Background: an optimization exercise with open tools, aiming at small area. Do not read the settings as production practice. Only simulation tests tie the RTL to the original design; equivalence was not proved. Power figures rest on the tool's default switching activity, not on a simulated workload.

== maple ==
==> flow/design.v (excerpt) <==
module subbytes#(
    parameter SBOX_WIDTH = 8,
    parameter SBOX_DEPTH = 256,
    parameter DATA_WIDTH = 16
)(
    input clk,
    input reset_n,
    input sbox_valid,
    input [SBOX_WIDTH-1:0] sbox_out,
    input tvalid,
    input [DATA_WIDTH-1:0] in,
    output reg valid,
    output reg [DATA_WIDTH-1:0] out
);
clock: 10.0 ns
lec_check: 0
cap_margin: 35
cell_pad_in_sites_detail_placement: 1
cell_pad_in_sites_global_placement: 2
core_margin: 2
core_utilization: 45
cts_cluster_diameter: 60
cts_cluster_size: 20
place_density: 0.55
slew_margin: 30
synth_hierarchical: 1
run.sh (not shown) runs the stock make flow with config.mk's settings and CLKGATE_MAP_FILE= SYNTH_SCRIPT=/design/flow/synth_recipe.tcl, a recipe that flattens the netlist after the stock synthesis.
maple: full flow OK, the timing, DRC and antenna checks passed
## Diff of input files: juniper against maple
# maple
export LEC_CHECK = 0
export CAP_MARGIN = 35
export CELL_PAD_IN_SITES_DETAIL_PLACEMENT = 1
export CELL_PAD_IN_SITES_GLOBAL_PLACEMENT = 2
export CORE_MARGIN = 2
export CORE_UTILIZATION = 45
export CTS_CLUSTER_DIAMETER = 60
export CTS_CLUSTER_SIZE = 20
export PLACE_DENSITY = 0.55
export SLEW_MARGIN = 30
export SYNTH_HIERARCHICAL = 1
create_clock -name core_clock -period 10.0 [get_ports {clk}]
# juniper
export LEC_CHECK = 0
export CAP_MARGIN = 35
export CELL_PAD_IN_SITES_DETAIL_PLACEMENT = 1
export CELL_PAD_IN_SITES_GLOBAL_PLACEMENT = 2
export CORE_MARGIN = 2
export CORE_UTILIZATION = 45
export CTS_CLUSTER_DIAMETER = 70
export CTS_CLUSTER_SIZE = 22
export PLACE_DENSITY = 0.55
export SLEW_MARGIN = 30
export SYNTH_HIERARCHICAL = 1
create_clock -name core_clock -period 10.0 [get_ports {clk}]
==> run summary <==
Reported for maple and juniper, cell depth of the worst hold path turned out identical to the last digit.
Net load switching power, maple and juniper, higher one = maple.
Status: global-route usage parity (juniper, maple)
Comparing wire length of the first global-routing pass for maple and juniper, the smaller number came from juniper.
Of maple and juniper, maple shows the higher post-route cell area, with juniper below it.
Average wire per standard cell: maple vs juniper — no meaningful difference
juniper: final clock period utilization by the worst path 0.48 points above maple
Input-level comparison between onyx and juniper:
# juniper
export LEC_CHECK = 0
export CAP_MARGIN = 35
export CELL_PAD_IN_SITES_DETAIL_PLACEMENT = 1
export CELL_PAD_IN_SITES_GLOBAL_PLACEMENT = 2
export CORE_MARGIN = 2
export CORE_UTILIZATION = 45
export CTS_CLUSTER_DIAMETER = 70
export CTS_CLUSTER_SIZE = 22
export PLACE_DENSITY = 0.55
export SLEW_MARGIN = 30
export SYNTH_HIERARCHICAL = 1
create_clock -name core_clock -period 10.0 [get_ports {clk}]
# onyx
export LEC_CHECK = 0
export CAP_MARGIN = 35
export CELL_PAD_IN_SITES_DETAIL_PLACEMENT = 1
export CELL_PAD_IN_SITES_GLOBAL_PLACEMENT = 2
export CORE_MARGIN = 2
export CORE_UTILIZATION = 45
export CTS_CLUSTER_DIAMETER = 80
export CTS_CLUSTER_SIZE = 25
export PLACE_DENSITY = 0.55
export SLEW_MARGIN = 30
export SYNTH_HIERARCHICAL = 1
create_clock -name core_clock -period 10.0 [get_ports {clk}]
### Flow results
Delta (onyx minus juniper): max capacitance violation total held; first-pass GRT wire length went down about 0.56%; DRC violation total after the first TritonRoute iteration went down 2.8%; power consumption went down 0.00092 W. onyx vs juniper — number of filler instances in the final layout rose 68. Compared onyx vs juniper, and post-route cell area is down in onyx.
### onyx -> xenon
# onyx
export LEC_CHECK = 0
export CAP_MARGIN = 35
export CELL_PAD_IN_SITES_DETAIL_PLACEMENT = 1
export CELL_PAD_IN_SITES_GLOBAL_PLACEMENT = 2
export CORE_MARGIN = 2
export CORE_UTILIZATION = 45
export CTS_CLUSTER_DIAMETER = 80
export CTS_CLUSTER_SIZE = 25
export PLACE_DENSITY = 0.55
export SLEW_MARGIN = 30
export SYNTH_HIERARCHICAL = 1
create_clock -name core_clock -period 10.0 [get_ports {clk}]
# xenon
export LEC_CHECK = 0
export CAP_MARGIN = 35
export CORE_MARGIN = 2
export CORE_UTILIZATION = 40
export CTS_CLUSTER_DIAMETER = 60
export CTS_CLUSTER_SIZE = 20
export PLACE_DENSITY = 0.5
export SLEW_MARGIN = 30
export SYNTH_HIERARCHICAL = 1
create_clock -name core_clock -period 10.0 [get_ports {clk}]
Findings:
- Clock-pin slew on the worst setup and hold paths essentially unchanged between xenon and onyx.
- xenon: PASS, flow complete, no timing, DRC or antenna violations
- Compared with onyx, in xenon arrival time of the worst setup path now sits higher, cell count now sits higher, sum of buffers and inverters on the critical path now sits higher.

-- re-timing with driven ports --
How much do the figures lean on ideal ports? The routed layouts below were timed once more, with nothing changed but the port constraints.
Step 1 sets driving cells, clkbuf_16 on the clock port and buf_2 on the other inputs (assumed; they add their load-dependent delay and slew).
Step 2 moves the port delays by t, midway between the first and last clock arrival at a register: inputs arrive t later, outputs are due t later. That takes back most of the time a late clock gives input paths.
Slacks: ideal ports / drivers / drivers and shift; pairs: ideal ports / drivers.
| run | shift t [ns] | slack for setup (ns) | worst setup path after step 2 | worst register clock-pin slew, ns | cell pins on the clock port's net |
|---|---|---|---|---|---|
| maple | 0.936 | 1.347 / 1.414 / 0.478 | input to register | 0.09 / 0.09 | 1 |
| juniper | 0.929 | 1.299 / 1.375 / 0.445 | input to register | 0.10 / 0.10 | 1 |
| onyx | 0.899 | 1.173 / 1.241 / 0.342 | input to register | 0.11 / 0.11 | 1 |
| xenon | 0.961 | 0.861 / 0.926 / -0.035 | input to register | 0.09 / 0.09 | 1 |
With both steps, setup timing fails in xenon, where it was met with ideal ports. The setup slack of xenon, which loses most, moves by +0.065 ns with the drivers and by -0.896 ns with both steps.
